This is an optimization exercise on Yosys and OpenROAD, whose aim is a short achievable clock period and few clock cycles, not a production implementation. In this exercise RTL edits were held to simulation tests only and were not proved equivalent to the original. No activity file was given, so power comes from the tool's default toggle rates.

**design/flow/run.sh**
```bash
#!/bin/bash
# synth_recipe.tcl (not shown) runs the flow's synth.tcl, then flattens the netlist and writes it again
# the make line also repeats each setting of config.mk as NAME=value (left out here)
make -C /OpenROAD-flow-scripts/flow DESIGN_CONFIG=/design/flow/config.mk WORK_HOME=/design/flow/orfs CLKGATE_MAP_FILE= SYNTH_SCRIPT=/design/flow/synth_recipe.tcl finish
```
**design/flow/config.mk**
```make
export PLATFORM = sky130hd
export DESIGN_NAME = smm
export DESIGN_NICKNAME = smm
export VERILOG_FILES = /design/flow/design.v
export SDC_FILE = /design/flow/constraint.sdc
export NUM_CORES = 4
export LEC_CHECK = 0
export CAP_MARGIN = 20
export CORE_MARGIN = 2
export CORE_UTILIZATION = 40
export PLACE_DENSITY = 0.6
export SLEW_MARGIN = 20
```
**design/flow/design.v**
```verilog
module smm(input clk, reset,
           input [7:0] readdata,
           output we,
           output [15:0] address,
           output [7:0] writedata);
  reg s_op, s_hi, s_lo, s_ld, s_st;
  reg k_ld, k_st;           
  reg [15:0] A;             
  reg [15:0] P;             
  reg [7:0] H;              
  reg [7:0] AC, R;
  reg we_q;
  wire [7:0] op = readdata;
  wire valid = (op[7:4] == 4'h0);
  wire z = (AC == 8'h00);
  wire [15:0] A1 = A + 16'd1;
  wire [15:0] A3 = A + 16'd3;
  wire o_ld = valid & (op[3:0] == 4'h1);
  wire o_st = valid & (op[3:0] == 4'h2);
  wire o_jp = valid & (op[3:0] == 4'h5);
  wire o_jz = valid & (op[3:0] == 4'h6);
  wire o_jn = valid & (op[3:0] == 4'h7);
  wire three = o_ld | o_st | o_jp | (o_jz & z) | (o_jn & ~z);
  wire nt = (o_jz & ~z) | (o_jn & z);
  wire simple = valid & ~three & ~nt;
  reg [7:0] acs;
  always @(*)
    case (op[3:0])
      4'h4: acs = R;
      4'h8: acs = AC + R;
      4'h9: acs = AC - R;
      4'hA: acs = AC + 8'd1;
      4'hB: acs = 8'h00;
      4'hC: acs = AC & R;
      4'hD: acs = AC | R;
      4'hE: acs = AC ^ R;
      4'hF: acs = ~AC;
      default: acs = AC;
    endcase
  always @(posedge clk, posedge reset)
    if (reset) begin
      s_op <= 1'b1; s_hi <= 1'b0; s_lo <= 1'b0; s_ld <= 1'b0; s_st <= 1'b0;
      k_ld <= 1'b0; k_st <= 1'b0;
      A <= 16'h0000; P <= 16'h0000; H <= 8'h00;
      AC <= 8'h00; R <= 8'h00; we_q <= 1'b0;
    end else begin
      s_op <= (s_op & (simple | nt)) | (s_lo & ~k_ld & ~k_st) | s_ld | s_st;
      s_hi <= s_op & three;
      s_lo <= s_hi;
      s_ld <= s_lo & k_ld;
      s_st <= s_lo & k_st;
      we_q <= s_lo & k_st;
      if (s_op & three) begin
        k_ld <= o_ld;
        k_st <= o_st;
      end
      if (s_op & (simple | three)) A <= A1;
      else if (s_op & nt) A <= A3;
      else if (s_hi) A <= A1;
      else if (s_lo) A <= {H, readdata};
      else if (s_ld | s_st) A <= P;
      if (s_hi) H <= readdata;
      if (s_lo) P <= A1;
      if (s_op & simple) AC <= acs;
      else if (s_ld) AC <= readdata;
      if (s_op & simple & (op[3:0] == 4'h3)) R <= AC;
    end
  assign we = we_q;
  assign address = A;
  assign writedata = AC;
endmodule
```
**design/flow/constraint.sdc**
```tcl
create_clock -name core_clock -period 5.0 [get_ports {clk}]
set_input_delay 1.0000 -clock core_clock [delete_from_list [all_inputs] [get_ports {clk}]]
set_output_delay 1.0000 -clock core_clock [all_outputs]
set_load 0.01 [all_outputs]
```
==> impl_metrics.env, run 1 <==
export IMPL_outcome="no timing/DRC/antenna violations"
export IMPL_synth_seq_cells=63
export IMPL_critPathRequiredTime_ps=5230
export IMPL_critical_path_max_stage_delay_ps=730
export IMPL_cts_root_buffer="clkbuf_16"
export IMPL_synth_area_leader_cell="dfrtp_1"
export IMPL_critPathBufInv=1
export IMPL_ant_nets=0
export IMPL_critPathArrivalTime_ps=4240
export IMPL_skew_ps=8.10
export IMPL_cpMaxStageDelayCell="clkdlybuf4s50_1"
export IMPL_cts_post_setup_buffers_inserted=0
export IMPL_layout_area_overhead_vs_synth_pct=16.7
export IMPL_slew_viol_final=0
export IMPL_synth_nets=573
export IMPL_hold_buffers=0
export IMPL_drive_gt1_share_pct=10.3
export IMPL_synth_yosys_warnings=1
export IMPL_die_w_um=112
export IMPL_power_frac_clock_pct=50.4
export IMPL_worstMarginPinSlew_ps=941
export IMPL_end_kind="register"
export IMPL_crit_type="input port to register"
export IMPL_antenna_found_initial=0
export IMPL_clock_path_buffers=2
export IMPL_p_comb_share_pct=10.9
export IMPL_syn_inst=536
export IMPL_crit_chain="clkdlybuf4s50_1 -> nand4bb_1 -> and2_0 -> a22o_1 -> ha_1 -> a21oi_1 -> o2111ai_1 -> xor2_1 -> a221oi_1 -> o32ai_1 -> a21o_1"
export IMPL_p_int_mw=1.05
export IMPL_tritoncts="done"
export IMPL_grt_pass1_wl_um=22000
export IMPL_synth_top_area_share_pct=33.0
export IMPL_synthFlopType="dfrtp_1"
export IMPL_fin_hold_ws_ps=500
export IMPL_gp_congestion=0.873
export IMPL_synthTopCellsByCount="dfrtp_1 (62), a21oi_1 (42), nor2_1 (42)"
export IMPL_io_pins=35
export IMPL_drc=0
export IMPL_clk_latency_ps=340
export IMPL_drtIter0Drc=389
export IMPL_hp_class="register to register"
export IMPL_ys_seq_area_share_pct=33.6
export IMPL_yosysUniqueCellTypes=63
export IMPL_multiInputGateArea_mm2=0.00284
export IMPL_fin_crit_sh_pct=80.2
export IMPL_switching_share_pct=24.9
export IMPL_coreArea_mm2=0.0114
export IMPL_die_h_um=112
export IMPL_antennaDiodeCount=0
export IMPL_synth_area_leaders="dfrtp_1 (33%), ha_1 (6.9%), a21oi_1 (4.5%), mux2_2 (3.8%), nor2_1 (3.4%)"
export IMPL_cts_made_buffers=9
export IMPL_htreeDepth=3
export IMPL_finalNetCount=593
export IMPL_cts_resized=0
export IMPL_avgSynthCellArea_um2=8.77
export IMPL_wl_um=13400
export IMPL_grt_ovfl_total=0
export IMPL_wl_per_cell_um=19.0
export IMPL_leakage_nw=2.18
export IMPL_timing_fmax_ghz=0.249
export IMPL_hold_viol=0
export IMPL_grt_pass1_vias=3988
export IMPL_p_seq_share_pct=38.7
export IMPL_rows=39
export IMPL_crit_family="compound AO/OA/AOI/OAI gates"
export IMPL_ys_async_sr_fraction_pct=100
export IMPL_clkSinkCount=63
export IMPL_period_needed_ps=4010
export IMPL_setup_violations=0
export IMPL_syn_area_mm2=0.00470
export IMPL_rsz0062_at_grt="false"
export IMPL_pwr_density_cell_mw_per_mm2=256
export IMPL_seq_area_mm2=0.00158
export IMPL_crit_path_max_fanout=13
export IMPL_n_fill_cell=1113
export IMPL_routed_via_density=5.93
export IMPL_synth_edf_count=0
export IMPL_dp_cells=688
export IMPL_io_buffers=34
export IMPL_grt_max_degree=55
export IMPL_start_util_pct=41.2
export IMPL_finalSetupTns_ps=0
export IMPL_max_slew_margin_pct=36.7
export IMPL_hpwlAfterDp_um=9280
export IMPL_clk_pin_slew_ps=60
export IMPL_cap_violations=0
export IMPL_drt_first_pass_iters=5
export IMPL_worstSetupStartpointType="input port"
export IMPL_via_count=4176
export IMPL_grtUsageTotal_pct=22.1
export IMPL_power_switching_uw=349
export IMPL_fin_cells=704
export IMPL_yosysMostFrequentCell="dfrtp_1"
export IMPL_vdd_drop_max_mv=0.162
export IMPL_die_area_mm2=0.0126
[worst reg2reg max path: cells and delay by family (launching register included)]
family | cells | cell delay (ps)
flops | 1 | 450
buf+inv | 1 | 200
compound gates | 3 | 1000
simple gates | 3 | 1270
[per-stage QoR]
stage          util (%)  worst slack, ps  total power [mW]  cell area (µm²)
3_5_place_dp       45.1              688             0.704             5150
4_1_cts            48.0             1060              1.41             5480
6_report           48.0              990              1.40             5480
3_3_place_gp       45.1              777             0.702             5150
5_1_grt            48.0              779              1.45             5480
2_1_floorplan         -             1400             0.641             4700
[registers in the layout, indices dropped and copies added, names as in the netlist, 8 cells and up]
name and cells:
R 8, P 16, A 16, AC 8, H 8
[metal layers]
layer | share of wire [%] | track usage, % | routed length, µm
met2 | 44 | 31.6 | 5850
met3 | 6.0 | 4.37 | 803
met4 | 1.7 | 6.91 | 228
met5 | 0 | 0 | 0
met1 | 48 | 33.6 | 6470
[worst paths after layout]
| check | start | to | slack (ps) | depth (start not counted) |
|---|---|---|---|---|
| setup / recovery | readdata[0] | AC[5] | 990 | 11 |
| hold / removal | k_ld | s_ld | 500 | 1 |
| setup reg to reg | AC[5] | A[13] | 1950 | 7 |
| hold reg to reg | k_ld | s_ld | 500 | 1 |
| max in group asynchronous | reset | s_op | 2890 | 3 |
| min in group asynchronous | reset | AC[4] | 1160 | 2 |
[final cells by class]
class / count / area share [%]
multi-input cells: 402 / 51.9
inverters: 36 / 2.46
clock buffers: 12 / 4.68
clock inverters: 4 / 1.39
well taps: 143 / 3.26
repair buffers: 44 / 7.57
flip-flops and latches: 63 / 28.8
[logic make-up after synthesis]
| logic type | share of synthesized area (%) |
|---|---|
| AOI/OAI and AO/OA | 21.2 |
| xor gates and xnor gates | 5.22 |
| adders and majority gates | 7.35 |
| buffers and inverters | 5.91 |
| DFF | 33.6 |
| muxes | 8.95 |
| and+or+nand+nor | 17.8 |
[cell usage in the layout (no fill, tap or decap), drive strengths merged, types with 5 or more instances in the layout]
cell type and n:
nor3 9, buf 10, mux2i 15, dfrtp 62
and2 9, nor2 42, nand2 39, a31oi 5
xnor2 14, inv 37, xor2 14, a21oi 42
o22ai 5, a221oi 6, ha 26, o21ai 31
nand4 7, a211oi 6, a22oi 10, o211ai 6
nand3 19, nor4 8, clkdlybuf4s50 34, nor2b 5
clkbuf 12, mux2 16
[power by group through the flow]
stage	Clock [mW]	Sequential, mW	Combinational, mW
final	0.707	0.543	0.153
after floorplan	0	0.547	0.0942
after global placement	0	0.551	0.151
after CTS	0.717	0.542	0.154
after global routing	0.739	0.545	0.168
after detailed placement	0	0.551	0.152
Testbench counts, summed over its fixed seeds: cycles 73,420.
==> run 2, diff against run 1 <==
--- a/design/flow/config.mk
+++ b/design/flow/config.mk
@@ -5,8 +5,11 @@
 export SDC_FILE = /design/flow/constraint.sdc
 export NUM_CORES = 4
 export LEC_CHECK = 0
+export ABC_CLOCK_PERIOD_IN_PS = 2000
 export CAP_MARGIN = 20
 export CORE_MARGIN = 2
 export CORE_UTILIZATION = 40
 export PLACE_DENSITY = 0.6
+export SETUP_SLACK_MARGIN = 3.0
 export SLEW_MARGIN = 20
+export TNS_END_PERCENT = 100
==> impl_metrics.env, run 2 <==
export IMPL_period_needed_ps=3020
export IMPL_worstMarginPinSlew_ps=907
export IMPL_clk_latency_ps=340
export IMPL_tritoncts="done"
export IMPL_synth_nets=573
export IMPL_grt_pass1_wl_um=25200
export IMPL_fin_crit_sh_pct=60.3
export IMPL_wl_um=16600
export IMPL_hp_class="register to register"
export IMPL_yosysMostFrequentCell="dfrtp_1"
export IMPL_hold_buffers=0
export IMPL_syn_area_mm2=0.00470
export IMPL_leakage_nw=2.77
export IMPL_finalNetCount=686
export IMPL_crit_chain="buf_12 -> nand4bb_4 -> o211ai_1 -> o31ai_1 -> ha_2 -> o21a_1 -> o31a_1 -> a21oi_1 -> a221o_1 -> a211oi_2 -> a21oi_1"
export IMPL_rows=39
export IMPL_synthMuxAreaShare_pct=8.95
export IMPL_io_buffers=34
export IMPL_drt_first_pass_iters=6
export IMPL_grt_max_degree=55
export IMPL_rsz0062_at_grt="true"
export IMPL_fin_cells=797
export IMPL_worstHoldStart="k_ld"
export IMPL_layout_area_overhead_vs_synth_pct=44.3
export IMPL_reg2regPathDepth=11
export IMPL_synthTopCellsByCount="dfrtp_1 (62), a21oi_1 (42), nor2_1 (42)"
export IMPL_r2r_slack_ps=2210
export IMPL_pwr_density_cell_mw_per_mm2=210
export IMPL_synth_area_leader_cell="dfrtp_1"
export IMPL_vdd_drop_max_mv=0.158
export IMPL_cts_made_buffers=9
export IMPL_synthAdderAreaFrac_pct=7.35
export IMPL_clock_path_buffers=2
export IMPL_clk_pin_slew_ps=60
export IMPL_syn_inst=536
export IMPL_synth_area_leaders="dfrtp_1 (33%), ha_1 (6.9%), a21oi_1 (4.5%), mux2_2 (3.8%), nor2_1 (3.4%)"
export IMPL_critPathBufInv=1
export IMPL_ant_nets=0
export IMPL_htreeDepth=3
export IMPL_largestRegisters="A (16), P (16)"
export IMPL_setup_violations=0
export IMPL_mostFrequentLayoutCells="buf_4 (67), dfrtp_1 (41), nand2_1 (37)"
export IMPL_synth_top_family_by_area="compound AO/OA/AOI/OAI gates"
export IMPL_antenna_found_initial=0
export IMPL_hold_path_cell_count=1
export IMPL_avgSynthCellArea_um2=8.77
export IMPL_post_route_util_pct=59.4
export IMPL_gp_congestion=0.878
export IMPL_clkSinkCount=63
export IMPL_die_w_um=112
export IMPL_wl_per_cell_um=20.8
export IMPL_synthFlopType="dfrtp_1"
export IMPL_routed_via_density=5.94
export IMPL_synth_edf_count=0
export IMPL_synth_yosys_warnings=1
export IMPL_fin_ws_ps=1980
export IMPL_crit_family="compound AO/OA/AOI/OAI gates"
export IMPL_synth_seq_cells=63
export IMPL_die_h_um=112
export IMPL_synthSimpleGateAreaFrac_pct=17.8
export IMPL_yosysUniqueCellTypes=63
export IMPL_cts_root_buffer="clkbuf_16"
export IMPL_hpwlAfterDp_um=9660
export IMPL_skew_ps=8.21
export IMPL_end_kind="register"
export IMPL_critPathArrivalTime_ps=3240
export IMPL_synth_compound_area_share_pct=21.2
export IMPL_critical_path_max_stage_delay_ps=420
export IMPL_slew_viol_final=0
export IMPL_ys_async_sr_fraction_pct=100
export IMPL_synth_xor_area_share_pct=5.22
export IMPL_cpMostUsedCell="a21oi_1"
export IMPL_grt_ovfl_total=0
export IMPL_start_util_pct=41.2
export IMPL_cpMaxStageDelayCell="ha_2"
export IMPL_coreArea_mm2=0.0114
export IMPL_critPathRequiredTime_ps=5220
export IMPL_layout_commonest_cell="buf_4"
export IMPL_dp_cells=687
export IMPL_worstSetupStartpointType="input port"
export IMPL_finalSetupTns_ps=0
export IMPL_crit_type="input port to register"
export IMPL_antennaDiodeCount=0
export IMPL_cap_violations=0
export IMPL_startpoint="readdata[1]"
export IMPL_grt_pass1_vias=4583
export IMPL_hold_viol=0
export IMPL_synth_top_area_share_pct=33.0
export IMPL_crit_reg2reg_launch="R[0]"
export IMPL_die_area_mm2=0.0126
export IMPL_p_total_mw=1.42
export IMPL_dpl_worst_slack_ps=981
export IMPL_drive_gt1_share_pct=39.6
export IMPL_io_pins=35
export IMPL_crit_cells=11
export IMPL_drc=0
export IMPL_drtIter0Drc=437
export IMPL_ys_seq_area_share_pct=33.6
export IMPL_via_count=4736
export IMPL_outcome="no timing/DRC/antenna violations"
export IMPL_max_slew_margin_pct=39.2
export IMPL_crit_path_max_fanout=8
export IMPL_grtUsageTotal_pct=25.7
export IMPL_timing_fmax_ghz=0.331
## run 2: changes by cell type in the layout (fill, tap and decap cells not counted), sizes merged
cell | before | now
clkdlybuf4s15 | 0 | 12
clkdlybuf4s50 | 34 | 1
dlymetal6s2s | 0 | 1
inv | 37 | 33
clkinv | 0 | 1
clkbuf | 12 | 18
clkinvlp | 1 | 6
or2 | 4 | 5
buf | 10 | 115
bufinv | 2 | 1
## run 2: final cells by class
type	count	area [µm²]
fillers	1003	4640
multi-input cells	403	3230
flip-flops and latches	63	1600
repair buffers	135	1310
clock buffers	12	256
well taps	143	179
inverters	36	146
clock inverters	4	53.8
repair inverters	1	5.00
## run 2: cells by family (layout without fill, tap and decap cells)
| kind of cell | Yosys count | after routing |
|---|---|---|
| xor+xnor | 28 | 28 |
| fa+ha+maj | 27 | 27 |
| compound gates | 150 | 150 |
| mux | 35 | 35 |
| simple gates | 162 | 163 |
| buf+inv | 71 | 188 |
| flops | 63 | 63 |
## run 2: stage by stage
step | area [µm²] | hold WS, ps
after floorplan | 4880 | 443
after CTS | 6520 | 483
after detailed placement | 5220 | 470
after global routing | 6780 | 511
final | 6780 | 482
after global placement | 5220 | 466
## run 2: path summary, 6_finish.rpt
| kind | endpoint |
|---|---|
| setup / recovery | AC[4] |
| max in group asynchronous | s_op |
| hold / removal | s_ld |
| setup reg to reg | AC[5] |
| min in group asynchronous | AC[6] |
| hold reg to reg | s_ld |
## run 2: metal layers
metal	share of wire (%)	track usage [%]	vias up
met5	0	0	-
met4	3.1	9.67	0
met3	6.6	4.54	51
met2	44	38.6	186
met1	46	37.1	2310
li1	-	-	2189
## run 2: power by group
group          switching [mW]  internal (mW)  total (mW)
logic                   0.125          0.104       0.229
registers             0.00874          0.523       0.531
clock network           0.249          0.414       0.664
total                   0.383           1.04        1.42
## run 2: timing repair
action / in CTS / in global routing
gates resized for setup: 217 / 52
setup endpoints to repair: 97 / 85
gates cloned: 2 / 2
buffers inserted: 75 / 15
pin swaps: 42 / 36
## run 2: worst reg2reg max path, cell delays in order, from the launching register on
cell	delay [ps]
dfrtp_1	410
inv_1	180
ha_1	310
a21oi_2	170
mux2i_1	220
ha_2	330
nand2_1	130
o2111ai_2	130
xor2_1	160
a221oi_1	310
o32ai_1	140
a21o_1	180
==> run 3, diff against run 2 <==
--- a/design/flow/design.v
+++ b/design/flow/design.v
@@ -23,18 +23,21 @@
   wire three = o_ld | o_st | o_jp | (o_jz & z) | (o_jn & ~z);
   wire nt = (o_jz & ~z) | (o_jn & z);
   wire simple = valid & ~three & ~nt;
+  wire [7:0] r_add, r_sub, r_inc, r_and, r_or, r_xor, r_not;
+  smm_alu alu(.ac(AC), .r(R), .add(r_add), .sub(r_sub), .inc(r_inc),
+              .and_(r_and), .or_(r_or), .xor_(r_xor), .not_(r_not));
   reg [7:0] acs;
   always @(*)
     case (op[3:0])
       4'h4: acs = R;
-      4'h8: acs = AC + R;
-      4'h9: acs = AC - R;
-      4'hA: acs = AC + 8'd1;
+      4'h8: acs = r_add;
+      4'h9: acs = r_sub;
+      4'hA: acs = r_inc;
       4'hB: acs = 8'h00;
-      4'hC: acs = AC & R;
-      4'hD: acs = AC | R;
-      4'hE: acs = AC ^ R;
-      4'hF: acs = ~AC;
+      4'hC: acs = r_and;
+      4'hD: acs = r_or;
+      4'hE: acs = r_xor;
+      4'hF: acs = r_not;
       default: acs = AC;
     endcase
   always @(posedge clk, posedge reset)
@@ -69,3 +72,13 @@
   assign address = A;
   assign writedata = AC;
 endmodule
+module smm_alu(input [7:0] ac, r,
+               output [7:0] add, sub, inc, and_, or_, xor_, not_);
+  assign add = ac + r;
+  assign sub = ac - r;
+  assign inc = ac + 8'd1;
+  assign and_ = ac & r;
+  assign or_ = ac | r;
+  assign xor_ = ac ^ r;
+  assign not_ = ~ac;
+endmodule
--- a/design/flow/config.mk
+++ b/design/flow/config.mk
@@ -12,4 +12,5 @@
 export PLACE_DENSITY = 0.6
 export SETUP_SLACK_MARGIN = 3.0
 export SLEW_MARGIN = 20
+export SYNTH_HIERARCHICAL = 1
 export TNS_END_PERCENT = 100
==> impl_metrics.env, run 3 <==
export IMPL_outcome="no timing/DRC/antenna violations"
export IMPL_fin_crit_sh_pct=55.1
export IMPL_coreArea_mm2=0.0127
export IMPL_io_buffers=34
export IMPL_worstMarginPinSlew_ps=1360
export IMPL_synthFlopType="dfrtp_1"
export IMPL_hpwlAfterDp_um=9780
export IMPL_startpoint="AC[0]"
export IMPL_wl_um=17400
export IMPL_skew_ps=7.30
export IMPL_fin_ws_ps=2240
export IMPL_drtIter0Drc=544
export IMPL_gp_congestion=0.852
export IMPL_via_count=5173
export IMPL_crit_cells=16
export IMPL_crit_type="register to register"
export IMPL_hold_buffers=0
export IMPL_tritoncts="done"
export IMPL_finalNetCount=756
export IMPL_worstSetupStartpointType="register"
export IMPL_hp_class="register to register"
export IMPL_dpl_worst_slack_ps=1300
export IMPL_crit_reg2reg_launch="AC[0]"
export IMPL_cap_violations=0
export IMPL_reg2regPathDepth=16
export IMPL_setup_violations=0
export IMPL_grt_ovfl_total=0
export IMPL_timing_fmax_ghz=0.363
export IMPL_die_h_um=118
export IMPL_crit_path_max_fanout=3
export IMPL_cts_made_buffers=9
export IMPL_htreeDepth=3
export IMPL_layout_commonest_cell="buf_4"
export IMPL_dp_cells=772
export IMPL_ant_nets=0
export IMPL_finalSetupTns_ps=0
export IMPL_hold_path_cell_count=1
export IMPL_start_util_pct=41.0
export IMPL_max_slew_margin_pct=9.21
export IMPL_clk_pin_slew_ps=50
export IMPL_drive_gt1_share_pct=39.8
export IMPL_final_area_mm2=0.00751
export IMPL_placed_area_mm2=0.00575
export IMPL_synth_top_area_share_pct=29.9
export IMPL_critPathArrivalTime_ps=3020
export IMPL_post_route_util_pct=59.3
export IMPL_avgSynthCellArea_um2=8.58
export IMPL_clock_path_buffers=2
export IMPL_wl_per_cell_um=19.5
export IMPL_p_total_mw=1.30
export IMPL_largestRegisters="A (16), P (16)"
export IMPL_grt_pass1_vias=4727
export IMPL_worstHoldStart="H[7]"
export IMPL_synth_nets=645
export IMPL_slew_viol_final=0
export IMPL_synth_edf_count=0
export IMPL_rows=41
export IMPL_die_area_mm2=0.0139
export IMPL_syn_area_mm2=0.00520
export IMPL_synthTopCellsByCount="dfrtp_1 (62), nor2_1 (51), a21oi_1 (48)"
export IMPL_fin_cells=893
export IMPL_crit_chain="buf_4 -> buf_6 -> ha_4 -> inv_2 -> fa_2 -> nor2b_2 -> nor3_2 -> o21bai_1 -> a21oi_1 -> xnor2_1 -> mux2i_1 -> o21ai_2 -> a21oi_2 -> a211oi_2 -> nor2_1 -> o21ai_1"
export IMPL_grt_max_degree=54
export IMPL_die_w_um=118
export IMPL_vdd_drop_max_mv=0.148
export IMPL_hold_viol=0
export IMPL_synth_area_leader_cell="dfrtp_1"
export IMPL_critPathRequiredTime_ps=5260
export IMPL_ys_seq_area_share_pct=30.4
export IMPL_syn_inst=606
export IMPL_io_pins=35
export IMPL_rsz0062_at_grt="true"
export IMPL_critical_path_max_stage_delay_ps=410
export IMPL_drc=0
export IMPL_ys_async_sr_fraction_pct=100
export IMPL_drt_first_pass_iters=7
export IMPL_synth_seq_cells=63
export IMPL_critPathBufInv=3
export IMPL_grtUsageTotal_pct=22.2
export IMPL_yosysUniqueCellTypes=73
export IMPL_fin_hold_ws_ps=513
export IMPL_cts_root_buffer="clkbuf_16"
export IMPL_grt_pass1_wl_um=24800
export IMPL_end_kind="register"
export IMPL_period_needed_ps=2760
export IMPL_crit_family="compound AO/OA/AOI/OAI gates"
export IMPL_antenna_found_initial=0
export IMPL_layout_area_overhead_vs_synth_pct=44.5
export IMPL_pwr_density_cell_mw_per_mm2=173
export IMPL_antennaDiodeCount=0
export IMPL_n_fill_cell=1030
export IMPL_clkSinkCount=63
export IMPL_routed_via_density=5.79
export IMPL_cpMaxStageDelayCell="dfrtp_2"
export IMPL_mostFrequentLayoutCells="buf_4 (63), nor2_1 (47), dfrtp_1 (38), buf_6 (38), a21oi_1 (37)"
export IMPL_synth_yosys_warnings=7
export IMPL_leakage_nw=3.32
export IMPL_synth_area_leaders="dfrtp_1 (30%), ha_1 (6.5%), a21oi_1 (4.6%), xnor2_1 (4.5%), mux2i_1 (4.4%)"
export IMPL_yosysMostFrequentCell="dfrtp_1"
export IMPL_clk_latency_ps=340
run 3: cell types whose count changed after synthesis, moves of 8 or more:
cell     previous run  this run
nor2b_1             5        15
mux2i_1            15        23
nor2_1             42        51
xnor2_1            14        27
a22oi_1            10         2
buf_2               3        14
a21o_1              2        10
run 3: layer usage:
metal	track usage, %	vias to the layer above	wire length (µm)
met5	0	-	0
met4	6.33	0	416
met3	4.41	38	1190
met2	35.5	225	8270
met1	30.5	2545	7500
li1	-	2365	-
run 3: logic make-up after synthesis:
family,after synthesis,share of synthesized area [%]
simple gates,177,17.8
buf+inv,87,6.98
flops,63,30.4
xor+xnor,46,7.75
mux,43,9.20
compound gates,161,20.6
fa+ha+maj,29,7.27
run 3: final timing paths:
kind / end / slack, ps
max: AC[6] / 2240
max reg2reg: AC[6] / 2240
min reg2reg: H[7] / 510
min in group asynchronous: A[5] / 1120
min: H[7] / 510
max in group asynchronous: s_op / 3190
run 3: worst reg2reg max path: stages, from the launching register on:
cell and delay, ps:
dfrtp_2 410, buf_4 130, buf_6 100, ha_4 150, inv_2 40, fa_2 360
nor2b_2 160, nor3_2 60, o21bai_1 220, a21oi_1 120, xnor2_1 140, mux2i_1 90
o21ai_2 140, a21oi_2 80, a211oi_2 290, nor2_1 70, o21ai_1 130
run 3: final cells by class:
class | instances | area [µm²] | area share, %
Multi-Input combinational cell | 457 | 3810 | 50.8
Sequential cell | 63 | 1610 | 21.4
Timing Repair Buffer | 145 | 1450 | 19.3
Clock buffer | 13 | 250 | 3.33
Tap cell | 172 | 215 | 2.87
Inverter | 40 | 161 | 2.15
Clock inverter | 2 | 10.0 | 0.133
Timing Repair inverter | 1 | 5.00 | 0.0666
run 3: power breakdown:
| part | switching, mW | internal [mW] |
|---|---|---|
| logic | 0.113 | 0.0875 |
| clock network | 0.226 | 0.345 |
| registers | 0.00704 | 0.520 |
run 3: what timing repair did:
action | 4_1_cts | 5_1_grt
pin swaps | 18 | 51
hold endpoints to repair | 0 | 0
endpoints found under the setup margin | 102 | 86
gates cloned | 2 | 5
buffers inserted | 55 | 44
resized for setup | 148 | 143
run 3: modules after synthesis, one instance, submodules excluded:
module | flops+latches | cells
smm_alu | 0 | 122
smm | 63 | 484
Testbench counts of run 3, summed over its fixed seeds: cycles 73,420.

## afterwards: timing with drivers on the ports
The results above use ideal ports. As a check the final layouts listed here were re-extracted and re-timed, cells and wires unchanged. Step 1 sets driving cells, clkbuf_16 on the clock port and buf_2 on the other inputs (assumed; they add their load-dependent delay and slew). Step 2 also shifts input and output timing later by t, the mid clock arrival at the registers, as if the neighbouring blocks saw the same clock. a / b / c = ideal / step 1 / step 2; a / b = the first two.
run | t (ns) | setup WS [ns] | worst hold slack (ns) | slew at the worst register clock pin (ns)
run 1 | 0.372 | 0.990 / 1.004 / 0.632 | 0.500 / 0.500 / 0.500 | 0.06 / 0.06
run 2 | 0.378 | 1.983 / 1.976 / 1.598 | 0.482 / 0.482 / 0.482 | 0.06 / 0.06
run 3 | 0.377 | 2.244 / 2.244 / 2.181 | 0.513 / 0.513 / 0.513 | 0.05 / 0.05
After both steps every run listed still meets setup and hold. For run 2, which loses most, drivers alone change the setup slack by -0.007 ns; drivers and shift together by -0.385 ns.
